What follows belongs to an exercise in optimizing a design on an open flow for a short achievable clock period and few clock cycles; a production flow would make more cautious choices.
RTL that was checked went through simulation tests only; none was proved equivalent to the original.
For run 4, only the layout was checked, not whether the RTL still works.
Power is estimated from default activity; no workload was simulated.

## flow/design.v (module list and top-level ports; edited modules follow where they fit)
// module alu: 108 lines
// module register: 14 lines
// module counter: 16 lines
// module data_path: 88 lines
// module control_unit: 1403 lines
// module cpu: 56 lines
// module port_out8_sync: 133 lines
// module rw_96x8_sync: 24 lines
// module memory: 119 lines
// module computer: 92 lines
module computer(
	output wire [7:0] port_out_00,
	output wire [7:0] port_out_01,
	output wire [7:0] port_out_02,
	output wire [7:0] port_out_03,
	output wire [7:0] port_out_04,
	output wire [7:0] port_out_05,
	output wire [7:0] port_out_06,
	output wire [7:0] port_out_07,
	output wire [7:0] port_out_08,
	output wire [7:0] port_out_09,
	output wire [7:0] port_out_10,
	output wire [7:0] port_out_11,
	output wire [7:0] port_out_12,
	output wire [7:0] port_out_13,
	output wire [7:0] port_out_14,
	output wire [7:0] port_out_15,
	input wire [7:0] port_in_00,
	input wire [7:0] port_in_01,
	input wire [7:0] port_in_02,
	input wire [7:0] port_in_03,
	input wire [7:0] port_in_04,
	input wire [7:0] port_in_05,
	input wire [7:0] port_in_06,
	input wire [7:0] port_in_07,
	input wire [7:0] port_in_08,
	input wire [7:0] port_in_09,
	input wire [7:0] port_in_10,
	input wire [7:0] port_in_11,
	input wire [7:0] port_in_12,
	input wire [7:0] port_in_13,
	input wire [7:0] port_in_14,
	input wire [7:0] port_in_15,
	output wire [6:0] rom_addr,
	input wire [7:0] rom_data,
	input wire clk, reset
	);
  // ...
==> flow/run.sh <==
#!/bin/bash
# synth_recipe.tcl (not shown) runs the flow's synth.tcl, then flattens the netlist and writes it again
# the make line also repeats each setting of config.mk as NAME=value (left out here)
make -C /OpenROAD-flow-scripts/flow DESIGN_CONFIG=/design/flow/config.mk WORK_HOME=/design/flow/orfs CLKGATE_MAP_FILE= SYNTH_SCRIPT=/design/flow/synth_recipe.tcl finish
==> flow/config.mk <==
export PLATFORM = sky130hd
export DESIGN_NAME = computer
export DESIGN_NICKNAME = computer
export VERILOG_FILES = /design/flow/design.v
export SDC_FILE = /design/flow/constraint.sdc
export NUM_CORES = 4
export LEC_CHECK = 0
export CAP_MARGIN = 20
export CORE_MARGIN = 2
export CORE_UTILIZATION = 40
export SLEW_MARGIN = 20
==> flow/constraint.sdc <==
create_clock -name core_clock -period 8.0 [get_ports {clk}]
set_input_delay 1.6000 -clock core_clock [delete_from_list [all_inputs] [get_ports {clk}]]
set_output_delay 1.6000 -clock core_clock [all_outputs]
set_load 0.01 [all_outputs]
==> summary.md, run 1 <==
| Metric | Value |
|---|---|
| # hold bufs at CTS | 0 |
| DR vias | 33200 |
| Gpl congestion | 0.966 |
| Wire per inst | about 34 µm |
| Unrepaired setup endpoints after global routing | false |
| XOR/XNOR Fraction of Synth Area | 0.00625 |
| FF+latch count | 955 |
| Leakage | 15.4 nW |
| TritonCTS Buffers | 97 |
| Combinational power share | 0.266 |
| Critical path class | reg -> reg |
| Asr flop ratio synth | 0.141 |
| Starting DRT DRC Count | 5078 |
| Critical Path AT | around 6700 ps |
| Post-route insts no fill | 5065 |
| Crit path to | cpu_1.d_path.IR0.Reg_Out[4] |
| Critical Path Sink Type | flip-flop |
| FF-to-FF setup slack | 1830 ps |
| Slew margin rel. | 0.162 |
| Initial core utilization | 0.405 |
| Status | finished clean |
| Synth Area in Adders | 0.0146 |
| Max rail drop VDD | 0.000197 V |
| Busiest grt layer | met2 |
| Fraction of area in multi-input gates | 0.265 |
| Worst-skew pair later-pin latency | between 700 and 800 ps |
Testbench counts, summed over its fixed seeds: cycles 228,308.
==> module cpu, before the edit <==
module cpu(
    output wire [7:0] address,
    output wire [7:0] to_memory,
    output wire write,
    input wire [7:0] from_memory,
    input wire clk, reset
    );
    wire IR_Load;
    wire MAR_Load;
    wire PC_Load;
    wire PC_Inc;
    wire A_Load;
    wire B_Load;
    wire CCR_Load;
    wire [2:0] ALU_Sel;
    wire [1:0] Bus1_Sel;
    wire [1:0] Bus2_Sel;
    wire [7:0] IR;
    wire [3:0] CCR_Result;
    control_unit c_unit(
        .IR_Load(IR_Load),
        .MAR_Load(MAR_Load),
        .PC_Load(PC_Load),
        .PC_Inc(PC_Inc),
        .A_Load(A_Load),
        .B_Load(B_Load),
        .CCR_Load(CCR_Load),
        .ALU_Sel(ALU_Sel),
        .Bus1_Sel(Bus1_Sel),
        .Bus2_Sel(Bus2_Sel),
        .write(write),
        .IR(IR),
        .CCR_Result(CCR_Result),
        .clk(clk),
        .reset(reset)
    );
    data_path d_path(
        .address(address),
        .to_memory(to_memory),
        .IR_out(IR),
        .CCR_Result(CCR_Result),
        .from_memory(from_memory),
        .ALU_Sel(ALU_Sel),
        .Bus1_Sel(Bus1_Sel),
        .Bus2_Sel(Bus2_Sel),
        .IR_Load(IR_Load),
        .MAR_Load(MAR_Load),
        .PC_Load(PC_Load),
        .PC_Inc(PC_Inc),
        .A_Load(A_Load),
        .B_Load(B_Load),
        .CCR_Load(CCR_Load),
        .clk(clk),
        .reset(reset)
    );
endmodule
==> module port_out8_sync, before the edit <==
module port_out8_sync
	(output reg [7:0] port_out_00,
	 output reg [7:0] port_out_01,
	 output reg [7:0] port_out_02,
	 output reg [7:0] port_out_03,
	 output reg [7:0] port_out_04,
	 output reg [7:0] port_out_05,
	 output reg [7:0] port_out_06,
	 output reg [7:0] port_out_07,
	 output reg [7:0] port_out_08,
	 output reg [7:0] port_out_09,
	 output reg [7:0] port_out_10,
	 output reg [7:0] port_out_11,
	 output reg [7:0] port_out_12,
	 output reg [7:0] port_out_13,
	 output reg [7:0] port_out_14,
	 output reg [7:0] port_out_15,
	 input wire [7:0] address,
	 input wire [7:0] data_in,
	 input wire write, clk, reset);
	 always @ (posedge clk or negedge reset)
		begin
			if (!reset)
				port_out_00 <= 8'h00; 
			else if (address == 8'hE0 && write)
				port_out_00 <= data_in;
		end
	 always @ (posedge clk or negedge reset)
		begin
			if (!reset)
				port_out_01 <= 8'h00; 
			else if (address == 8'hE1 && write) 
				port_out_01 <= data_in;
		end
	 always @ (posedge clk or negedge reset)
		begin
			if (!reset)
				port_out_02 <= 8'h00; 
			else if (address == 8'hE2 && write)
				port_out_02 <= data_in;
		end	
	 always @ (posedge clk or negedge reset)
		begin
			if (!reset)
				port_out_03 <= 8'h00; 
			else if (address == 8'hE3 && write)
				port_out_03 <= data_in;
		end	
	 always @ (posedge clk or negedge reset)
		begin
			if (!reset)
				port_out_04 <= 8'h00; 
			else if (address == 8'hE4 && write) 
				port_out_04 <= data_in;
		end	
	 always @ (posedge clk or negedge reset)
		begin
			if (!reset)
				port_out_05 <= 8'h00; 
			else if (address == 8'hE5 && write) 
				port_out_05 <= data_in;
		end
	 always @ (posedge clk or negedge reset)
		begin
			if (!reset)
				port_out_06 <= 8'h00; 
			else if (address == 8'hE6 && write)
				port_out_06 <= data_in;
		end	
	 always @ (posedge clk or negedge reset)
		begin
			if (!reset)
				port_out_07 <= 8'h00; 
			else if (address == 8'hE7 && write) 
				port_out_07 <= data_in;
		end	
	 always @ (posedge clk or negedge reset)
		begin
			if (!reset)
				port_out_08 <= 8'h00; 
			else if (address == 8'hE8 && write) 
				port_out_08 <= data_in;
		end	
	 always @ (posedge clk or negedge reset)
		begin
			if (!reset)
				port_out_09 <= 8'h00; 
			else if (address == 8'hE9 && write) 
				port_out_09 <= data_in;
		end	
	 always @ (posedge clk or negedge reset)
		begin
			if (!reset)
				port_out_10 <= 8'h00; 
			else if (address == 8'hEA && write)
				port_out_10 <= data_in;
		end	
	 always @ (posedge clk or negedge reset)
		begin
			if (!reset)
				port_out_11 <= 8'h00; 
			else if (address == 8'hEB && write) 
				port_out_11 <= data_in;
		end	
	 always @ (posedge clk or negedge reset)
		begin
			if (!reset)
				port_out_12 <= 8'h00; 
			else if (address == 8'hEC && write) 
				port_out_12 <= data_in;
		end	
	 always @ (posedge clk or negedge reset)
		begin
			if (!reset)
				port_out_13 <= 8'h00; 
			else if (address == 8'hED && write) 
				port_out_13 <= data_in;
		end
	 always @ (posedge clk or negedge reset)
		begin
			if (!reset)
				port_out_14 <= 8'h00; 
			else if (address == 8'hEE && write) 
				port_out_14 <= data_in;
		end	
	 always @ (posedge clk or negedge reset)
		begin
			if (!reset)
				port_out_15 <= 8'h00; 
			else if (address == 8'hEF && write) 
				port_out_15 <= data_in;
		end					
endmodule
==> module rw_96x8_sync, before the edit <==
module rw_96x8_sync(
	output reg [7:0] data_out,
	input wire [7:0] address,
	input wire       WE,
	input wire [7:0] data_in,
	input wire       clk
	);
	reg[7:0] RW[0:95];
	reg EN;
	always @ (address) 
	begin
	if ( (address >= 128) && (address <= 223) ) 
		EN = 1'b1;
	else
		EN = 1'b0;
	end
	always @ (posedge clk)
	begin
		if (WE && EN)
			RW[address[6:0]] = data_in;
		else if (!WE && EN)
			data_out = RW[address[6:0]];
	end
endmodule
==> module memory, before the edit <==
module memory(
	output wire [7:0] port_out_00,
	output wire [7:0] port_out_01,
	output wire [7:0] port_out_02,
	output wire [7:0] port_out_03,
	output wire [7:0] port_out_04,
	output wire [7:0] port_out_05,
	output wire [7:0] port_out_06,
	output wire [7:0] port_out_07,
	output wire [7:0] port_out_08,
	output wire [7:0] port_out_09,
	output wire [7:0] port_out_10,
	output wire [7:0] port_out_11,
	output wire [7:0] port_out_12,
	output wire [7:0] port_out_13,
	output wire [7:0] port_out_14,
	output wire [7:0] port_out_15,
	output reg [7:0] data_out,
	output wire [6:0] rom_addr,
	input wire [7:0] rom_data,
	input wire [7:0] address,
	input wire [7:0] data_in,
	input wire [7:0] port_in_00,
	input wire [7:0] port_in_01,
	input wire [7:0] port_in_02,
	input wire [7:0] port_in_03,
	input wire [7:0] port_in_04,
	input wire [7:0] port_in_05,
	input wire [7:0] port_in_06,
	input wire [7:0] port_in_07,
	input wire [7:0] port_in_08,
	input wire [7:0] port_in_09,
	input wire [7:0] port_in_10,
	input wire [7:0] port_in_11,
	input wire [7:0] port_in_12,
	input wire [7:0] port_in_13,
	input wire [7:0] port_in_14,
	input wire [7:0] port_in_15,
	input wire write, clk, reset
	);
	wire [7:0] rom_data_out, rw_data_out;
	assign rom_addr = address[6:0];
	assign rom_data_out = rom_data;
	always @ (	address, rom_data_out, rw_data_out, 
				port_in_00, port_in_01, port_in_02, port_in_03,
				port_in_04, port_in_05, port_in_06, port_in_07,
				port_in_08, port_in_09, port_in_10, port_in_11,
				port_in_12, port_in_13, port_in_14, port_in_15	)
	begin: Multiplexing_to_Memory_Data_Bus
		if ( (address >= 0) && (address <= 127) ) 
			data_out = rom_data_out;
		else if ( (address >= 128) && (address <= 223) ) 
			data_out = rw_data_out;
		else if (address == 8'hF0) 
			data_out = port_in_00; 
		else if (address == 8'hF1) 
			data_out = port_in_01; 
		else if (address == 8'hF2) 
			data_out = port_in_02; 
		else if (address == 8'hF3) 
			data_out = port_in_03; 
		else if (address == 8'hF4) 
			data_out = port_in_04; 
		else if (address == 8'hF5) 
			data_out = port_in_05; 
		else if (address == 8'hF6) 
			data_out = port_in_06; 
		else if (address == 8'hF7) 
			data_out = port_in_07; 
		else if (address == 8'hF8) 
			data_out = port_in_08; 
		else if (address == 8'hF9) 
			data_out = port_in_09; 
		else if (address == 8'hFA) 
			data_out = port_in_10; 
		else if (address == 8'hFB) 
			data_out = port_in_11; 
		else if (address == 8'hFC) 
			data_out = port_in_12; 
		else if (address == 8'hFD) 
			data_out = port_in_13; 
		else if (address == 8'hFE) 
			data_out = port_in_14; 
		else if (address == 8'hFF) 
			data_out = port_in_15;
		else
			data_out = 8'h00;
	end
	port_out8_sync port_out_sync(
		.port_out_00(port_out_00),
		.port_out_01(port_out_01),
		.port_out_02(port_out_02),
		.port_out_03(port_out_03),
		.port_out_04(port_out_04),
		.port_out_05(port_out_05),
		.port_out_06(port_out_06),
		.port_out_07(port_out_07),
		.port_out_08(port_out_08),
		.port_out_09(port_out_09),
		.port_out_10(port_out_10),
		.port_out_11(port_out_11),
		.port_out_12(port_out_12),
		.port_out_13(port_out_13),
		.port_out_14(port_out_14),
		.port_out_15(port_out_15),
		.address(address),
		.data_in(data_in),
		.write(write),
		.clk(clk),
		.reset(reset)
	);
	rw_96x8_sync rw_sync(
		.data_out(rw_data_out),
		.address(address),
		.data_in(data_in),
		.WE(write),
		.clk(clk)
	);
endmodule
==> module computer, before the edit <==
module computer(
	output wire [7:0] port_out_00,
	output wire [7:0] port_out_01,
	output wire [7:0] port_out_02,
	output wire [7:0] port_out_03,
	output wire [7:0] port_out_04,
	output wire [7:0] port_out_05,
	output wire [7:0] port_out_06,
	output wire [7:0] port_out_07,
	output wire [7:0] port_out_08,
	output wire [7:0] port_out_09,
	output wire [7:0] port_out_10,
	output wire [7:0] port_out_11,
	output wire [7:0] port_out_12,
	output wire [7:0] port_out_13,
	output wire [7:0] port_out_14,
	output wire [7:0] port_out_15,
	input wire [7:0] port_in_00,
	input wire [7:0] port_in_01,
	input wire [7:0] port_in_02,
	input wire [7:0] port_in_03,
	input wire [7:0] port_in_04,
	input wire [7:0] port_in_05,
	input wire [7:0] port_in_06,
	input wire [7:0] port_in_07,
	input wire [7:0] port_in_08,
	input wire [7:0] port_in_09,
	input wire [7:0] port_in_10,
	input wire [7:0] port_in_11,
	input wire [7:0] port_in_12,
	input wire [7:0] port_in_13,
	input wire [7:0] port_in_14,
	input wire [7:0] port_in_15,
	output wire [6:0] rom_addr,
	input wire [7:0] rom_data,
	input wire clk, reset
	);
	wire [7:0] address; 
	wire [7:0] to_memory;
	wire [7:0] from_memory;
	wire write;
	cpu cpu_1(
		.address(address),
		.to_memory(to_memory),
		.from_memory(from_memory),
		.write(write),
		.clk(clk),
		.reset(reset)
	);
	memory memory_1(
		.rom_addr(rom_addr),
		.rom_data(rom_data),
		.port_out_00(port_out_00),
		.port_out_01(port_out_01),
		.port_out_02(port_out_02),
		.port_out_03(port_out_03),
		.port_out_04(port_out_04),
		.port_out_05(port_out_05),
		.port_out_06(port_out_06),
		.port_out_07(port_out_07),
		.port_out_08(port_out_08),
		.port_out_09(port_out_09),
		.port_out_10(port_out_10),
		.port_out_11(port_out_11),
		.port_out_12(port_out_12),
		.port_out_13(port_out_13),
		.port_out_14(port_out_14),
		.port_out_15(port_out_15),
		.data_out(from_memory),
		.port_in_00(port_in_00),
		.port_in_01(port_in_01),
		.port_in_02(port_in_02),
		.port_in_03(port_in_03),
		.port_in_04(port_in_04),
		.port_in_05(port_in_05),
		.port_in_06(port_in_06),
		.port_in_07(port_in_07),
		.port_in_08(port_in_08),
		.port_in_09(port_in_09),
		.port_in_10(port_in_10),
		.port_in_11(port_in_11),
		.port_in_12(port_in_12),
		.port_in_13(port_in_13),
		.port_in_14(port_in_14),
		.port_in_15(port_in_15),
		.data_in(to_memory),
		.write(write),
		.clk(clk),
		.reset(reset),
		.address(address)
	);
endmodule
==> run 2: changes to the inputs <==
==> flow/design.v (replaced) <==
module cpu(
	output wire [6:0] rom_addr,
	input  wire [7:0] rom_data,
	output wire [7:0] mem_addr,
	output wire [7:0] mem_wdata,
	output wire       mem_we,
	input  wire [7:0] mem_rdata,
	input  wire       clk, reset
	);
	localparam [7:0] LDA_IMM = 8'h86, LDA_DIR = 8'h87, LDB_IMM = 8'h88, LDB_DIR = 8'h89,
	                 STA_DIR = 8'h96, STB_DIR = 8'h97,
	                 ADD_AB = 8'h42, SUB_AB = 8'h43, AND_AB = 8'h44, OR_AB = 8'h45,
	                 INCA = 8'h46, INCB = 8'h47, DECA = 8'h48, DECB = 8'h49,
	                 XOR_AB = 8'h4A, NOTA = 8'h4B, NOTB = 8'h4C, BRA = 8'h20;
	localparam [2:0] K_LDI = 3'd0, K_LDD = 3'd1, K_ST = 3'd2, K_BR = 3'd3;
	reg [6:0] fa;         
	reg [6:0] fa_save;    
	reg       rv;         
	reg       lw;         
	reg       rl;         
	reg       rlb;        
	reg       opnd;       
	reg [2:0] pk;         
	reg       pb;         
	reg [3:0] pc;         
	reg [7:0] A, B;
	reg       N, Z, V, C;
	reg [7:0] ib;
	reg       ev;
	reg       e_add, e_sub, e_and, e_or, e_xor, e_inca, e_deca, e_nota,
	          e_incb, e_decb, e_notb;
	reg       e_ldi, e_ldm, e_st, e_b;
	assign rom_addr = fa;
	wire [7:0] b = rom_data;
	reg taken;
	always @(*) begin
		case (pc)
			4'h0: taken = 1'b1;
			4'h1: taken = N;
			4'h2: taken = !N;
			4'h3: taken = Z;
			4'h4: taken = !Z;
			4'h5: taken = V;
			4'h6: taken = !V;
			4'h7: taken = C;
			4'h8: taken = !C;
			default: taken = 1'b0;
		endcase
	end
	wire is_opc   = rv && !opnd;
	wire is_opd   = rv && opnd;
	wire br_take  = is_opd && pk == K_BR && taken;
	wire rom_load = is_opd && pk == K_LDD && !b[7];
	wire o_ldi = b == LDA_IMM || b == LDB_IMM;
	wire o_ldd = b == LDA_DIR || b == LDB_DIR;
	wire o_st  = b == STA_DIR || b == STB_DIR;
	wire o_br  = b[7:4] == 4'h2 && b[3:0] <= 4'h8;
	wire o_two = o_ldi || o_ldd || o_st || o_br;
	always @(posedge clk or negedge reset) begin
		if (!reset) begin
			fa <= 7'd0; fa_save <= 7'd0;
			rv <= 1'b0; lw <= 1'b0; rl <= 1'b0; rlb <= 1'b0;
			opnd <= 1'b0; pk <= 3'd0; pb <= 1'b0; pc <= 4'd0;
		end else begin
			if (br_take || rom_load)
				fa <= b[6:0];
			else if (lw)
				fa <= fa_save;
			else
				fa <= fa + 7'd1;
			if (rom_load)
				fa_save <= fa + 7'd1;
			rv <= !br_take && !lw;
			lw <= rom_load;
			rl <= lw;
			if (rom_load) rlb <= pb;
			if (is_opc) begin
				opnd <= o_two;
				pk   <= o_ldi ? K_LDI : o_ldd ? K_LDD : o_st ? K_ST : K_BR;
				pb   <= o_st ? b[0] : b[3];
				pc   <= b[3:0];
			end else if (is_opd) begin
				opnd <= 1'b0;
			end
		end
	end
	always @(posedge clk or negedge reset) begin
		if (!reset) begin
			ib <= 8'd0; ev <= 1'b0;
			{e_add, e_sub, e_and, e_or, e_xor, e_inca, e_deca, e_nota,
			 e_incb, e_decb, e_notb} <= 11'd0;
			{e_ldi, e_ldm, e_st, e_b} <= 4'd0;
		end else if (rv) begin
			ib <= b;
			ev <= 1'b1;
			e_add  <= is_opc && b == ADD_AB;
			e_sub  <= is_opc && b == SUB_AB;
			e_and  <= is_opc && b == AND_AB;
			e_or   <= is_opc && b == OR_AB;
			e_xor  <= is_opc && b == XOR_AB;
			e_inca <= is_opc && b == INCA;
			e_deca <= is_opc && b == DECA;
			e_nota <= is_opc && b == NOTA;
			e_incb <= is_opc && b == INCB;
			e_decb <= is_opc && b == DECB;
			e_notb <= is_opc && b == NOTB;
			e_ldi  <= is_opd && pk == K_LDI;
			e_ldm  <= is_opd && pk == K_LDD && b[7];
			e_st   <= is_opd && pk == K_ST;
			e_b    <= pb;
		end else if (!rl) begin
			ev <= 1'b0;
		end
	end
	wire x = ev && !rl;    
	assign mem_addr  = ib;
	assign mem_wdata = e_b ? B : A;
	assign mem_we    = x && e_st;
	wire [8:0] add_s  = {1'b0, B} + {1'b0, A};
	wire [7:0] sub_r  = A - B;
	wire       b_nz   = |B;
	wire [7:0] negb   = 8'd0 - B;
	wire       sub_c  = (A >= B) && b_nz;
	wire       sub_v  = (negb[7] == A[7]) && (sub_r[7] != A[7]);
	wire       add_v  = (B[7] == A[7]) && (add_s[7] != A[7]);
	wire [7:0] incb_r = B + 8'd1;
	wire [7:0] decb_r = B - 8'd1;
	reg [7:0] a_n, b_n;
	reg       a_w, b_w, f_w;
	reg [7:0] f_r;      
	reg       v_n, c_n;
	always @(*) begin
		a_n = A; b_n = B; a_w = 1'b0; b_w = 1'b0; f_w = 1'b0;
		f_r = 8'd0; v_n = 1'b0; c_n = 1'b0;
		if (rl) begin
			if (rlb) begin b_n = b; b_w = 1'b1; end
			else     begin a_n = b; a_w = 1'b1; end
		end else if (ev) begin
			if (e_add) begin
				a_n = add_s[7:0]; a_w = 1'b1; f_w = 1'b1; f_r = add_s[7:0];
				v_n = add_v; c_n = add_s[8];
			end
			if (e_sub) begin
				a_n = sub_r; a_w = 1'b1; b_n = negb; b_w = 1'b1; f_w = 1'b1; f_r = sub_r;
				v_n = sub_v; c_n = sub_c;
			end
			if (e_and) begin
				a_n = A & B; a_w = 1'b1; f_w = 1'b1; f_r = A & B;
			end
			if (e_or) begin
				a_n = A | B; a_w = 1'b1; f_w = 1'b1; f_r = A | B;
			end
			if (e_xor) begin
				a_n = A ^ B; a_w = 1'b1; f_w = 1'b1; f_r = A ^ B;
			end
			if (e_inca) begin
				a_n = A + 8'd1; a_w = 1'b1; b_n = A; b_w = 1'b1;
			end
			if (e_deca) begin
				a_n = A - 8'd1; a_w = 1'b1; b_n = A; b_w = 1'b1;
			end
			if (e_nota) begin
				a_n = ~A; a_w = 1'b1; b_n = A; b_w = 1'b1; f_w = 1'b1; f_r = ~A;
			end
			if (e_incb) begin
				b_n = incb_r; b_w = 1'b1; f_w = 1'b1; f_r = incb_r;
				v_n = !B[7] && incb_r[7]; c_n = B == 8'hFF;
			end
			if (e_decb) begin
				b_n = decb_r; b_w = 1'b1; f_w = 1'b1; f_r = decb_r;
				v_n = B[7] && !decb_r[7]; c_n = B == 8'h00;
			end
			if (e_notb) begin
				b_n = ~B; b_w = 1'b1; f_w = 1'b1; f_r = ~B;
			end
			if (e_ldi) begin
				if (e_b) begin b_n = ib; b_w = 1'b1; end
				else     begin a_n = ib; a_w = 1'b1; end
			end
			if (e_ldm) begin
				if (e_b) begin b_n = mem_rdata; b_w = 1'b1; end
				else     begin a_n = mem_rdata; a_w = 1'b1; end
			end
		end
	end
	always @(posedge clk or negedge reset) begin
		if (!reset) begin
			A <= 8'd0; B <= 8'd0;
			N <= 1'b0; Z <= 1'b0; V <= 1'b0; C <= 1'b0;
		end else begin
			if (a_w) A <= a_n;
			if (b_w) B <= b_n;
			if (f_w) begin
				N <= f_r[7]; Z <= f_r == 8'd0; V <= v_n; C <= c_n;
			end
		end
	end
endmodule
module port_out8_sync(
	output reg [127:0] port_out,
	input  wire [7:0]  address,
	input  wire [7:0]  data_in,
	input  wire        write, clk, reset
	);
	integer i;
	always @(posedge clk or negedge reset) begin
		if (!reset)
			port_out <= 128'd0;
		else if (write && address[7:4] == 4'hE)
			for (i = 0; i < 16; i = i + 1)
				if (address[3:0] == i)
					port_out[8*i +: 8] <= data_in;
	end
endmodule
module rw_96x8_sync(
	output wire [7:0] data_out,
	input  wire [7:0] address,
	input  wire       WE,
	input  wire [7:0] data_in,
	input  wire       clk
	);
	reg [7:0] RW [0:95];
	always @(posedge clk)
		if (WE && address[7] && address[6:0] < 7'd96)
			RW[address[6:0]] <= data_in;
	assign data_out = RW[address[6:0]];
endmodule
module memory(
	output wire [127:0] port_out,
	output reg  [7:0]   data_out,
	input  wire [127:0] port_in,
	input  wire [7:0]   address,
	input  wire [7:0]   data_in,
	input  wire         write, clk, reset
	);
	wire [7:0] rw_data_out;
	always @(*) begin
		if (address[7:4] == 4'hF)
			data_out = port_in[8*address[3:0] +: 8];
		else
			data_out = rw_data_out;
	end
	port_out8_sync port_out_sync(
		.port_out(port_out),
		.address(address),
		.data_in(data_in),
		.write(write),
		.clk(clk),
		.reset(reset)
	);
	rw_96x8_sync rw_sync(
		.data_out(rw_data_out),
		.address(address),
		.WE(write),
		.data_in(data_in),
		.clk(clk)
	);
endmodule
module computer(
	output wire [7:0] port_out_00,
	output wire [7:0] port_out_01,
	output wire [7:0] port_out_02,
	output wire [7:0] port_out_03,
	output wire [7:0] port_out_04,
	output wire [7:0] port_out_05,
	output wire [7:0] port_out_06,
	output wire [7:0] port_out_07,
	output wire [7:0] port_out_08,
	output wire [7:0] port_out_09,
	output wire [7:0] port_out_10,
	output wire [7:0] port_out_11,
	output wire [7:0] port_out_12,
	output wire [7:0] port_out_13,
	output wire [7:0] port_out_14,
	output wire [7:0] port_out_15,
	input wire [7:0] port_in_00,
	input wire [7:0] port_in_01,
	input wire [7:0] port_in_02,
	input wire [7:0] port_in_03,
	input wire [7:0] port_in_04,
	input wire [7:0] port_in_05,
	input wire [7:0] port_in_06,
	input wire [7:0] port_in_07,
	input wire [7:0] port_in_08,
	input wire [7:0] port_in_09,
	input wire [7:0] port_in_10,
	input wire [7:0] port_in_11,
	input wire [7:0] port_in_12,
	input wire [7:0] port_in_13,
	input wire [7:0] port_in_14,
	input wire [7:0] port_in_15,
	output wire [6:0] rom_addr,
	input wire [7:0] rom_data,
	input wire clk, reset
	);
	wire [7:0] address, to_memory, from_memory;
	wire write;
	wire [127:0] port_out, port_in;
	assign port_out_00 = port_out[7:0];
	assign port_out_01 = port_out[15:8];
	assign port_out_02 = port_out[23:16];
	assign port_out_03 = port_out[31:24];
	assign port_out_04 = port_out[39:32];
	assign port_out_05 = port_out[47:40];
	assign port_out_06 = port_out[55:48];
	assign port_out_07 = port_out[63:56];
	assign port_out_08 = port_out[71:64];
	assign port_out_09 = port_out[79:72];
	assign port_out_10 = port_out[87:80];
	assign port_out_11 = port_out[95:88];
	assign port_out_12 = port_out[103:96];
	assign port_out_13 = port_out[111:104];
	assign port_out_14 = port_out[119:112];
	assign port_out_15 = port_out[127:120];
	assign port_in = {port_in_15, port_in_14, port_in_13, port_in_12, port_in_11, port_in_10, port_in_09, port_in_08, port_in_07, port_in_06, port_in_05, port_in_04, port_in_03, port_in_02, port_in_01, port_in_00};
	cpu cpu_1(
		.rom_addr(rom_addr),
		.rom_data(rom_data),
		.mem_addr(address),
		.mem_wdata(to_memory),
		.mem_we(write),
		.mem_rdata(from_memory),
		.clk(clk),
		.reset(reset)
	);
	memory memory_1(
		.port_out(port_out),
		.data_out(from_memory),
		.port_in(port_in),
		.address(address),
		.data_in(to_memory),
		.write(write),
		.clk(clk),
		.reset(reset)
	);
endmodule
==> run 2 against run 1 <==
Against the previous run: clock-buffer cell count shrank 1; largest power group unchanged; clock power down 3%; final cell count is 14% lower; sequential cell count grew 11; sequential share of layout area increased by 1.9 points; power down 6.0%; die area fell by 0.52%; critical path type unchanged.
==> summary.md, run 2 <==
| Metric | Value |
|---|---|
| Status | finished clean |
| Most frequent cell after synthesis | edfxtp_1 |
| Max-Cap Viols | 0 |
| Port bufs | between 200 and 300 |
| Core area | 0.104 mm² |
| Fin Clk Skew | 40.1 ps |
| Yosys cell types | 77 |
| Max-slew violation count | 0 |
| Clock transition at path regs | 60 ps |
| Hold Path Sink | cpu_1.ev |
| Post-CTS Resized | 0 |
| H-tree level count | 3 |
| Commonest non-fill, non-tap cell in the layout | edfxtp_1 |
| R2R depth | 9 |
| Die ar. | around 0.11 mm² |
| Hold path start | cpu_1.ev |
| Most frequent cells in the layout | edfxtp_1, nor2_1, clkdlybuf4s50_1 |
| Synth area leaders | edfxtp_1, mux4_2, dfrtp_1 |
| Gpl congestion | 0.937 (-2.9%) |
| Asr flop ratio synth | 0.205 (+0.0636) |
| Post-DR vias/cell | between 5 and 6 |
| Final setup viols | 0 |
| Initial antenna violation count | 1 |
| DR vias | 25300 (-24%) |
| Sequential area share after synthesis | 0.670 |
| Congestion Overflow GR | 0 |
| Cell Area, Synth | 0.0418 mm² |
| Startpoint Class | flip-flop |
| Post-synthesis cell count | 2664 |
| Ys flop type | edfxtp_1 |
| Ratio of cells with drive above 1 in the final layout | 0.169 |
| Reg-to-reg critical path endpoint | cpu_1.A[5] |
| Synth warn | 4 |
| Largest net degree at the start of global routing | 144 |
| Commonest cells post-synth | edfxtp_1, nor2_1, mux4_2 |
| Worst Tran Pin Value | 1140 ps |
| Hold Path Stages | 1 |
| TritonCTS Buffers | 98 (+1.0%) |
| Post-synth top area share | 0.551 |
| Global Route Usage Sum | 0.213 |
| Final hold violations | 0 |
| CTS Sinks | between 900 and 1000 |
| # hold bufs at CTS | 0 (unchanged) |
| Critical path class | reg -> reg |
| Critical Path Sink Type | flip-flop |
| Req. time, crit path | 8570 ps |
| Hold Slack | 474 ps |
| Power Total | 13.3 mW |
| Number of flip-flops in the largest register | around 770 |
| Max rail drop VDD | 0.000170 V (-14%) |
| DRC | 0 |
| First-pass GRT wire length | about 170000 µm |
| Wire per inst | 26.3 µm (-22%) |
| F_max | 0.232 GHz |
| Total wire length | 115000 µm |
| Worst hold path type | reg -> reg |
| Critical Path Fanout Max | 13 |
| Dominant cell type by area after synthesis | edfxtp_1 |
| Leakage | 16.4 nW (+6.7%) |
| Drt first pass iters | 5 |
| Unrepaired setup endpoints after global routing | false |
| FF-to-FF setup slack | 3680 ps (+1850 ps) |
| Final Net Count | 3080 |
| DRT antenna net count | 0 |
| Clock Path Buffers | 3 |
| Register area | between 0.02 and 0.03 mm² |
| Mapped Nets | 2835 |
| I/O pin count | 273 |
| Starting DRT DRC Count | 2825 (-44%) |
| Worst-skew pair later-pin latency | 690 ps (-20 ps) |
| Vias in the first global route | 25600 |
| Setup Fix Bufs, Post-CTS | 0 |
| Post-DP HPWL | 74200 µm |
| #FFs+latches synth | 966 |
| Share of the clock period used by the worst path | 0.540 |
| Power per cell area | roughly 270 mW/mm² |
| Syn_area_per_cell | 15.7 µm² |
| EDFF count, synth | 768 |
| Area grow syn2layout | 17.2% |
| Layout fillers | 8834 |
| Std-Cell Rows | around 120 |
| Root Buffer | clkbuf_16 |
| CTS tree | built |
| Die width | 327 µm |
| Min Tclk post-route | 4320 ps |
| Slew margin rel. | 0.238 (+0.0759) |
| Crit Reg-Reg Startpoint | cpu_1.B[4] |
| Initial core utilization | 0.404 (-0.000996) |
| Critical Path AT | 4880 ps (-1820 ps) |
| Multi-input logic area | 0.0127 mm² |
| Die height | 327 µm |
| Setup total negative slack | 0 ps |
-- run 2: changes by cell type after synthesis, moves of 68 or more --
cell,change
nand3_1,-151
clkbuf_1,-68
mux4_2,+252
a22oi_1,-155
nand2_1,-148
nor2_1,+145
o21ai_0,-184
-- run 2: cell families after synthesis --
kind of cell / share of synthesized area
adders and majority gates: 0.0101
muxes: 0.150
AOI/OAI and AO/OA: 0.0737
buffers and inverters: 0.0270
DFF: 0.670
xor gates and xnor gates: 0.00524
and+or+nand+nor: 0.0638
-- run 2: per-stage QoR --
stage               setup WS, ps  cells  cell area (µm²)  utilization
floorplan                   4840   2664            41800            -
global placement            3820   4188            45800        0.442
detailed placement          3750   4188            45800        0.442
CTS                         3710   4365            49000        0.473
global route                3470   4366            49000        0.473
finish                      3680   4367            49000        0.473
-- run 2: cell type report --
cell class,count,area share
Tap cell,1380,0.0352
Inverter,59,0.00452
Multi-Input combinational cell,1463,0.260
Timing Repair Buffer,321,0.0637
Sequential cell,966,0.572
Antenna cell,1,0.0000511
Clock inverter,51,0.0108
Clock buffer,126,0.0539
-- run 2: power by group --
group / switching [mW] / leakage [nW] / total [mW] / internal (mW)
logic: 1.73 / 5.41 / 2.53 / 0.797
clock network: 1.95 / 1.54 / 4.51 / 2.57
registers: 0.184 / 9.45 / 6.23 / 6.04
total: 3.86 / 16.4 / 13.3 / 9.41
-- run 2: worst max-delay path by stage --
stage	start	to	slack, ps	cells past startpoint
2_1_floorplan	port_in_15[2]	cpu_1.A[2]	4840	7
3_3_place_gp	cpu_1.ib[0]	cpu_1.A[3]	3820	8
3_5_place_dp	cpu_1.ib[2]	cpu_1.A[1]	3750	9
4_1_cts	cpu_1.ib[2]	cpu_1.A[1]	3710	9
5_1_grt	cpu_1.ib[0]	cpu_1.A[3]	3470	8
6_report	cpu_1.B[4]	cpu_1.A[5]	3680	9
-- run 2: per-layer routing --
layer / global-route usage / routed length, µm
met5: 0 / 0
met1: 0.287 / 46900
met4: 0.0717 / 3570
met3: 0.0339 / 7930
met2: 0.354 / 56600
-- run 2: worst max-delay path, cell delays in order, from the launching register on --
cell and delay [ps]:
dfrtp_1 650, inv_1 290, ha_1 630, inv_1 140, a221oi_1 770, a21oi_1 220, o41ai_1 690, a31oi_1 280
a31o_2 300, a31o_2 210
Testbench counts of run 2, summed over its fixed seeds: cycles 60,028.
==> run 3: changes to the inputs <==
--- a/flow/config.mk
+++ b/flow/config.mk
@@ -6,6 +6,8 @@
 export NUM_CORES = 4
 export LEC_CHECK = 0
+export ABC_CLOCK_PERIOD_IN_PS = 2500
 export CAP_MARGIN = 20
 export CORE_MARGIN = 2
 export CORE_UTILIZATION = 40
+export SETUP_SLACK_MARGIN = 5
 export SLEW_MARGIN = 20
==> run 3 against run 2 <==
Against the previous run: critical endpoint is now cpu_1.A[3]; worst hold slack improved by 11 ps; sequential share of layout area fell by 3.9 points; global-route usage increased by 2.0 points; critical path type unchanged; sequential power shrank 1%; wire length grew 11%; synthesized area unchanged; clock power up 1%; core utilization up 3.5 points; via count grew 6.3%; synthesized cell count stayed put; highest routed layer unchanged.
==> summary.md, run 3 <==
| Metric | Value |
|---|---|
| First-pass GRT wire length | 186000 µm (+8.7%) |
| Vias in the first global route | 26900 (+4.8%) |
| Dominant cell type by area after synthesis | edfxtp_1 |
| Die width | 327 µm (unchanged) |
| Number of flip-flops in the largest register | 768 (unchanged) |
| TritonCTS Buffers | 99 (+1.0%) |
| Worst hold path type | reg -> reg |
| Die height | 327 µm (unchanged) |
| Starting DRT DRC Count | 2833 (+0.28%) |
| I/O pin count | 273 (unchanged) |
| Switching share of power | 0.297 (+0.00629) |
| Req. time, crit path | 8540 ps (-30 ps) |
| Gpl congestion | 0.949 (+1.2%) |
| Synth warn | 4 (unchanged) |
| Most frequent cells in the layout | edfxtp_1, mux4_2, nor2_1 |
| M1 wire length | 49800 µm (+6.1%) |
| Max rail drop VDD | 0.000280 V (+65%) |
| Switching pwr | 4.18 mW (+8.3%) |
| Critical Path Fanout Max | 6 (-7) |
| Wire per inst | 28.2 µm (+7.0%) |
| Ys flop type | edfxtp_1 |
| Min Tclk post-route | 3200 ps (-1110 ps) |
| Sequential fraction of design power | 0.439 (-0.030) |
| Initial core utilization | 0.404 (unchanged) |
| Sequential area share after synthesis | 0.670 (unchanged) |
| Layout fillers | 8462 (-4.2%) |
| Pint | 9.88 mW (+5.1%) |
| Post-DR vias/cell | 5.96 (+2.9%) |
| Asr flop ratio synth | 0.205 (unchanged) |
| Final setup viols | 0 (unchanged) |
| Largest net degree at the start of global routing | 128 (-11%) |
| Top layer in use | met4 |
| Fin Clk Skew | 31.2 ps (-8.84 ps) |
| Total wire length | 127000 µm (+11%) |
| Combinational power share | 0.237 (+0.046) |
| Port bufs | 272 (unchanged) |
| Congestion Overflow GR | 0 (unchanged) |
| Root Buffer | clkbuf_16 |
| Commonest cells post-synth | edfxtp_1, nor2_1, mux4_2 |
| Status | finished clean |
| Metal3 WL | 9840 µm (+24%) |
| # diodes | 0 (-1) |
| Ratio of cells with drive above 1 in the final layout | 0.289 (+0.120) |
| DRT antenna net count | 0 (unchanged) |
| Share of the clock period used by the worst path | 0.401 (-0.139) |
| H-tree level count | 3 (unchanged) |
| Max-slew violation count | 0 (unchanged) |
| EDFF count, synth | 768 (unchanged) |
| Post-synth top area share | 0.551 (unchanged) |
| Die ar. | 0.107 mm² (unchanged) |
| Fin area | 0.0526 mm² (+7.3%) |
| CTS tree | built |
| Drt first pass iters | 8 (+3) |
| DRC | 0 (unchanged) |
| Critical path class | reg -> reg |
| Synth area leaders | edfxtp_1, mux4_2, dfrtp_1 |
| Area grow syn2layout | 25.8% |
| CTS Sinks | 966 (unchanged) |
| Syn_area_per_cell | 15.7 µm² (unchanged) |
| DR vias | 26900 (+6.3%) |
| Yosys cell types | 77 (unchanged) |
| Placed cell area | 0.0459 mm² (about the same) |
| Std-Cell Rows | 118 (unchanged) |
| Mapped Nets | 2835 (unchanged) |
| Initial antenna violation count | 0 (-1) |
| Post-DP HPWL | 77000 µm (+3.8%) |
| Slew margin rel. | 0.242 (+0.00449) |
| Cell Area, Synth | 0.0418 mm² (unchanged) |
| Core area | 0.104 mm² (unchanged) |
| FF-to-FF setup slack | 4800 ps (+1110 ps) |
| Critical Path Sink Type | flip-flop |
| #FFs+latches synth | 966 (unchanged) |
| Post-synthesis cell count | 2664 (unchanged) |
| Clock share of power | 0.325 (-0.015) |
| Startpoint Class | flip-flop |
| Met2 WL post-DR | 63900 µm (+13%) |
| Worst-skew pair later-pin latency | 690 ps (about the same) |
| Commonest non-fill, non-tap cell in the layout | edfxtp_1 |
| Max-Cap Viols | 0 (unchanged) |
| Power per cell area | 267 mW/mm² (-1.2%) |
| Final Net Count | 3225 (+4.7%) |
| Setup total negative slack | 0 ps (unchanged) |
| F_max | 0.312 GHz (+35%) |
| Worst Tran Pin Value | 1130 ps (-8.58 ps) |
| Final hold violations | 0 (unchanged) |
| # hold bufs at CTS | 0 (unchanged) |
| Leakage | 18.4 nW (+12%) |
| Global Route Usage Sum | 0.234 (+0.0205) |
| Critical Path AT | 3740 ps (-1140 ps) |
| Clock transition at path regs | 60 ps (about the same) |
| Clock Path Buffers | 3 (unchanged) |
| Most frequent cell after synthesis | edfxtp_1 |
| Unrepaired setup endpoints after global routing | true |
run 3: worst max-delay path, cell delays in order (launching register included):
cell and delay, ps:
dfrtp_4 480, buf_12 170, buf_12 150, buf_16 140
buf_8 130, mux4_2 490, mux4_2 540, nor3_4 270
a2111oi_4 100, a211oi_2 170, buf_4 190, nand2b_1 120
a21oi_1 90
run 3: cells by family after synthesis:
logic type,after synthesis,synth area share
multiplexers,308,0.150
XOR/XNOR,25,0.00524
buffers and inverters,235,0.0270
adder cells (fa/ha/maj),33,0.0101
AND/OR/NAND/NOR,610,0.0638
AO/OA/AOI/OAI,487,0.0737
flip-flops,966,0.670
run 3: path summary, 6_finish.rpt:
kind,end,cells past startpoint,from
min in group asynchronous,memory_1.port_out_sync.port_out[56],1,reset
min reg2reg,cpu_1.pc[3],2,cpu_1.pc[3]
min,cpu_1.pc[3],2,cpu_1.pc[3]
max in group asynchronous,cpu_1.ib[0],2,reset
max reg2reg,cpu_1.A[3],12,cpu_1.ib[0]
max,cpu_1.A[3],12,cpu_1.ib[0]
run 3: power by group through the flow:
stage / clock network, mW / registers, mW / logic [mW]
after floorplan: 0 / 6.25 / 1.53
after global placement: 0 / 6.34 / 2.52
after detailed placement: 0 / 6.34 / 2.58
after CTS: 4.63 / 6.19 / 3.00
after global routing: 4.85 / 6.18 / 3.52
final: 4.57 / 6.17 / 3.33
run 3: area by class of cell:
class	count	area, µm²	area share
well taps	1380	1730	0.0328
flip-flops and latches	966	28100	0.533
clock inverters	57	543	0.0103
repair buffers	465	4970	0.0945
clock buffers	121	2630	0.0500
inverters	59	255	0.00485
multi-input cells	1463	14400	0.274
run 3: through the flow:
step                      power [mW]  setup WS (ps)  cells  hold slack, ps   util
after detailed placement        8.92           3770   4189             471  0.442
after CTS                       13.8           4850   4446             484  0.495
after global routing            14.6           4770   4511             517  0.507
after floorplan                 7.78           4840   2664             437      -
after global placement          8.86           3630   4189             466  0.442
final                           14.1           4800   4511             485  0.507
run 3: per-layer routing:
layer | up-vias | global-route usage
li1 | 11300 | -
met1 | 14100 | 0.313
met2 | 1311 | 0.395
met3 | 241 | 0.0381
met4 | 0 | 0.0651
met5 | - | 0
run 3: repair_timing:
| item | CTS | global route |
|---|---|---|
| pin swaps | 38 | 41 |
| setup buffers | 65 | 63 |
| gates resized for setup | 562 | 154 |
| setup endpoints to repair | 1240 | 721 |
| cloned | 14 | 2 |
==> run 4: changes to the inputs <==
--- a/flow/design.v
+++ b/flow/design.v
@@ -3,4 +3,5 @@
 	input  wire [7:0] rom_data,
 	output wire [7:0] mem_addr,
+	output wire [127:0] mem_sel,
 	output wire [7:0] mem_wdata,
 	output wire       mem_we,
@@ -26,6 +27,7 @@
 	reg [7:0] A, B;
 	reg       N, Z, V, C;
-	reg [7:0] ib;
-	reg       ev;
+	reg [7:0]   ib;
+	reg [127:0] ibh;      
+	reg         ev;
 	reg       e_add, e_sub, e_and, e_or, e_xor, e_inca, e_deca, e_nota,
 	          e_incb, e_decb, e_notb;
@@ -87,5 +89,5 @@
 	always @(posedge clk or negedge reset) begin
 		if (!reset) begin
-			ib <= 8'd0; ev <= 1'b0;
+			ib <= 8'd0; ibh <= 128'd0; ev <= 1'b0;
 			{e_add, e_sub, e_and, e_or, e_xor, e_inca, e_deca, e_nota,
 			 e_incb, e_decb, e_notb} <= 11'd0;
@@ -93,4 +95,5 @@
 		end else if (rv) begin
 			ib <= b;
+			ibh <= 128'd1 << b[6:0];
 			ev <= 1'b1;
 			e_add  <= is_opc && b == ADD_AB;
@@ -115,4 +118,5 @@
 	wire x = ev && !rl;    
 	assign mem_addr  = ib;
+	assign mem_sel   = ibh;
 	assign mem_wdata = e_b ? B : A;
 	assign mem_we    = x && e_st;
@@ -199,30 +203,33 @@
 module port_out8_sync(
 	output reg [127:0] port_out,
-	input  wire [7:0]  address,
+	input  wire [15:0] sel,
 	input  wire [7:0]  data_in,
 	input  wire        write, clk, reset
 	);
 	integer i;
-	always @(posedge clk or negedge reset) begin
-		if (!reset)
-			port_out <= 128'd0;
-		else if (write && address[7:4] == 4'hE)
-			for (i = 0; i < 16; i = i + 1)
-				if (address[3:0] == i)
-					port_out[8*i +: 8] <= data_in;
-	end
+	always @(posedge clk)
+		for (i = 0; i < 16; i = i + 1)
+			if (!reset)
+				port_out[8*i +: 8] <= 8'h00;
+			else if (write && sel[i])
+				port_out[8*i +: 8] <= data_in;
 endmodule
 module rw_96x8_sync(
-	output wire [7:0] data_out,
-	input  wire [7:0] address,
-	input  wire       WE,
-	input  wire [7:0] data_in,
-	input  wire       clk
+	output wire [767:0] words,
+	input  wire [95:0]  sel,
+	input  wire         WE,
+	input  wire [7:0]   data_in,
+	input  wire         clk
 	);
 	reg [7:0] RW [0:95];
-	always @(posedge clk)
-		if (WE && address[7] && address[6:0] < 7'd96)
-			RW[address[6:0]] <= data_in;
-	assign data_out = RW[address[6:0]];
+	genvar g;
+	generate
+		for (g = 0; g < 96; g = g + 1) begin : w
+			always @(posedge clk)
+				if (WE && sel[g])
+					RW[g] <= data_in;
+			assign words[8*g +: 8] = RW[g];
+		end
+	endgenerate
 endmodule
 module memory(
@@ -231,26 +238,29 @@
 	input  wire [127:0] port_in,
 	input  wire [7:0]   address,
+	input  wire [127:0] sel,
 	input  wire [7:0]   data_in,
 	input  wire         write, clk, reset
 	);
-	wire [7:0] rw_data_out;
+	wire [767:0] ram_words;
+	integer i;
 	always @(*) begin
-		if (address[7:4] == 4'hF)
-			data_out = port_in[8*address[3:0] +: 8];
-		else
-			data_out = rw_data_out;
+		data_out = 8'd0;
+		for (i = 0; i < 96; i = i + 1)
+			data_out = data_out | ({8{sel[i]}} & ram_words[8*i +: 8]);
+		for (i = 0; i < 16; i = i + 1)
+			data_out = data_out | ({8{sel[112 + i]}} & port_in[8*i +: 8]);
 	end
 	port_out8_sync port_out_sync(
 		.port_out(port_out),
-		.address(address),
+		.sel(sel[111:96]),
 		.data_in(data_in),
-		.write(write),
+		.write(write && address[7]),
 		.clk(clk),
 		.reset(reset)
 	);
 	rw_96x8_sync rw_sync(
-		.data_out(rw_data_out),
-		.address(address),
-		.WE(write),
+		.words(ram_words),
+		.sel(sel[95:0]),
+		.WE(write && address[7]),
 		.data_in(data_in),
 		.clk(clk)
@@ -296,5 +306,5 @@
 	wire [7:0] address, to_memory, from_memory;
 	wire write;
-	wire [127:0] port_out, port_in;
+	wire [127:0] port_out, port_in, sel;
 	assign port_out_00 = port_out[7:0];
 	assign port_out_01 = port_out[15:8];
@@ -318,4 +328,5 @@
 		.rom_data(rom_data),
 		.mem_addr(address),
+		.mem_sel(sel),
 		.mem_wdata(to_memory),
 		.mem_we(write),
@@ -329,4 +340,5 @@
 		.port_in(port_in),
 		.address(address),
+		.sel(sel),
 		.data_in(to_memory),
 		.write(write),
==> run 4 against run 3 <==
Against the previous run: via count up 23%; die area rose by 5.8%; non-clock buffer count shrank 81; sequential cell count rose by 128; first-iteration DRC count rose by 99%; critical endpoint is now cpu_1.B[6]; still clean.
==> summary.md, run 4 <==
| Metric | Value |
|---|---|
| Critical path class | reg -> reg |
| Commonest non-fill, non-tap cell in the layout | edfxtp_1 |
| Max rail drop VDD | 0.000247 V (-12%) |
| Die height | 337 µm (+2.9%) |
| Core area | 0.110 mm² (+6.3%) |
| Initial antenna violation count | 6 (+6) |
| CTS Sinks | 1094 (+13%) |
| Final Net Count | 3647 (+13%) |
| Fin Clk Skew | 100 ps (+69.2 ps) |
| Slew margin rel. | 0.189 (-0.0530) |
| Post-DP HPWL | 123000 µm (+59%) |
| Leakage | 20.4 nW (+11%) |
| FF-to-FF setup slack | 4740 ps (-50 ps) |
| Synth area leaders | edfxtp_1, dfrtp_1, dfxtp_1 |
| Global Route Usage Sum | 0.330 (+0.0968) |
| Final hold violations | 0 (unchanged) |
| Status | finished clean |
| Clock Path Buffers | 3 (unchanged) |
| Sequential area share after synthesis | 0.690 (+0.0204) |
| Starting DRT DRC Count | 5644 (+99%) |
| Largest stage delay, worst path | 670 ps (+130 ps) |
| Wire per inst | 37.5 µm (+33%) |
| Share of the clock period used by the worst path | 0.407 (+0.00665) |
| Setup total negative slack | 0 ps (unchanged) |
| Post-synthesis cell count | 3249 (+22%) |
| Final setup viols | 0 (unchanged) |
| Syn_area_per_cell | 13.6 µm² (-13%) |
| Port bufs | 272 (unchanged) |
| Ratio of cells with drive above 1 in the final layout | 0.156 (-0.133) |
| #FFs+latches synth | 1094 (+13%) |
| Clock transition at path regs | 60 ps (about the same) |
| Max-Cap Viols | 0 (unchanged) |
| Unrepaired setup endpoints after global routing | true |
| Startpoint Class | flip-flop |
| Placed cell area | 0.0485 mm² (+5.8%) |
| Die ar. | 0.113 mm² (+5.8%) |
| TritonCTS Buffers | 112 (+13%) |
| Post-DR vias/cell | 6.54 (+9.8%) |
| Std-Cell Rows | 122 (+3.4%) |
| EDFF count, synth | 768 (unchanged) |
| Worst Tran Pin Value | 1220 ps (+83.7 ps) |
| Cell Area, Synth | 0.0443 mm² (+5.9%) |
| Total wire length | 190000 µm (+50%) |
| Register area | 0.0306 mm² (+9.1%) |
| # hold bufs at CTS | 0 (unchanged) |
| Gpl congestion | 0.989 (+4.2%) |
| Most frequent cell after synthesis | edfxtp_1 |
| First-pass GRT wire length | 255000 µm (+37%) |
| Power per cell area | 269 mW/mm² (+0.56%) |
| Critical Path Fanout Max | 10 (+4) |
| Slowest cell on the critical path | dfrtp_1 |
| Worst-path cell chain | a22o_1 > a221oi_2 > nand4_1 > or4_4 > nor4_4 > buf_6 > a221o_1 > a31oi_1 |
| Asr flop ratio synth | 0.181 (-0.0240) |
| Synth warn | 5 (+1) |
| Dominant cell type by area after synthesis | edfxtp_1 |
| Hold Slack | 482 ps (-3.19 ps) |
| Critical path's top delay family | simple AND/OR/NAND/NOR gates |
| Fin area | 0.0534 mm² (+1.6%) |
| Critical Path Sink Type | flip-flop |
| Worst-skew pair later-pin latency | 760 ps (+70 ps) |
| DRC | 0 (unchanged) |
| Mapped Nets | 3420 (+21%) |
| F_max | 0.307 GHz (-1.6%) |
| Drt first pass iters | 6 (-2) |
| CTS tree | built |
| Largest net degree at the start of global routing | 113 (-12%) |
| Layout fillers | 9787 (+16%) |
| Root Buffer | clkbuf_16 |
| DR vias | 33200 (+23%) |
| Post-synth top area share | 0.521 (-0.0308) |
| Bufs and invs on worst path | 1 (-4) |
| I/O pin count | 273 (unchanged) |
| Vias in the first global route | 30300 (+13%) |
| Min Tclk post-route | 3260 ps (+53.2 ps) |
| Initial core utilization | 0.402 (-0.00158) |
| Ys flop type | edfxtp_1 |
| Yosys cell types | 83 (+7.8%) |
| Number of flip-flops in the largest register | 768 (unchanged) |
| DRT antenna net count | 0 (unchanged) |
| Area grow syn2layout | 20.6% |
| Die width | 337 µm (+2.9%) |
| H-tree level count | 3 (unchanged) |
| Critical Path AT | 3780 ps (+40 ps) |
| Max-slew violation count | 0 (unchanged) |
| Commonest cells post-synth | edfxtp_1, clkbuf_1, a22oi_1 |
| Most frequent cells in the layout | edfxtp_1, nand2_1, a22oi_1 |
| Multi-input logic area | 0.0132 mm² (-8.7%) |
| Congestion Overflow GR | 0 (unchanged) |
| Worst hold path type | reg -> reg |
| Req. time, crit path | 8520 ps (-20 ps) |
-- run 4: worst reg2reg max path: stages, from the launching register on --
cell,delay [ps]
dfrtp_1,670
a22o_1,370
a221oi_2,370
nand4_1,410
or4_4,620
nor4_4,260
buf_6,190
a221o_1,160
a31oi_1,40
-- run 4: power by group --
group,internal [mW],switching [mW],total (mW)
registers,6.65,0.123,6.77
logic,0.683,1.68,2.36
clock network,2.91,2.32,5.23
-- run 4: per-stage QoR --
step	util	cells	worst slack, ps	power [mW]
6_report	0.485	5070	4740	14.4
5_1_grt	0.484	5062	4800	14.7
4_1_cts	0.481	5055	4830	14.2
3_5_place_dp	0.440	4817	3250	8.97
3_3_place_gp	0.440	4817	3180	8.93
2_1_floorplan	-	3249	4940	8.00
-- run 4: path summary, 6_finish.rpt --
| path | depth (start not counted) | to | from |
|---|---|---|---|
| min | 1 | cpu_1.N | cpu_1.N |
| max reg2reg | 8 | cpu_1.B[6] | cpu_1.ibh[43] |
| min reg2reg | 1 | cpu_1.N | cpu_1.N |
| min in group asynchronous | 1 | cpu_1.ibh[20] | reset |
| max | 8 | cpu_1.B[6] | cpu_1.ibh[43] |
| max in group asynchronous | 2 | cpu_1.A[4] | reset |
-- run 4: cell type report --
type | instances | area share
flip-flops and latches | 1094 | 0.573
multi-input cells | 1706 | 0.246
repair buffers | 384 | 0.0644
clock buffers | 142 | 0.0559
well taps | 1488 | 0.0349
inverters | 178 | 0.0127
clock inverters | 70 | 0.0121
diodes | 8 | 0.000375
-- run 4: metal layers --
layer | global-route usage | wire (µm)
met3 | 0.105 | 25600
met5 | 0 | 26
met1 | 0.416 | 67000
met2 | 0.483 | 81800
met4 | 0.231 | 15900
-- run 4: kinds of logic after synthesis --
logic type,share of synthesized area
simple gates,0.0756
xor+xnor,0.00395
mux,0.00986
compound gates,0.171
fa+ha+maj,0.00966
buf+inv,0.0394
flops,0.690
-- run 4: repair_timing --
item                                   in CTS  in global routing
pin swaps                                  85                 54
endpoints found under the hold margin       0                  0
resized for setup                         432                 92
setup endpoints to repair                 971                146
gates cloned                                2                  0
setup buffers                              24                  5

[re-timing with driven ports]
No port has a modelled driver above. Below, the same layouts with a new extraction and two added sets of constraints. Step 1 assumes that a clkbuf_16 drives the clock port and a buf_2 every other input. Step 2 also shifts input and output timing later by t, the mid clock arrival at the registers, as if the neighbouring blocks saw the same clock. Three values: ideal, step 1, step 2; two values: the first two.
run | t, ns | setup slack, ns | hold slack, ns | worst setup path after step 2 | worst slew at a driven data input, ns
run 1 | 0.754 | 1.831 / 1.831 / 1.831 | 0.473 / 0.473 / 0.473 | register to register | 0.08
run 2 | 0.740 | 3.684 / 3.684 / 3.684 | 0.474 / 0.474 / 0.474 | register to register | 0.08
run 3 | 0.737 | 4.795 / 4.795 / 4.177 | 0.485 / 0.485 / 0.485 | input to register | 0.06
run 4 | 0.779 | 4.742 / 4.742 / 4.077 | 0.482 / 0.482 / 0.482 | input to register | 0.10
After both steps every run listed still meets setup and hold. For run 4, which loses most, drivers alone change the setup slack by 0.000 ns; drivers and shift together by -0.665 ns.
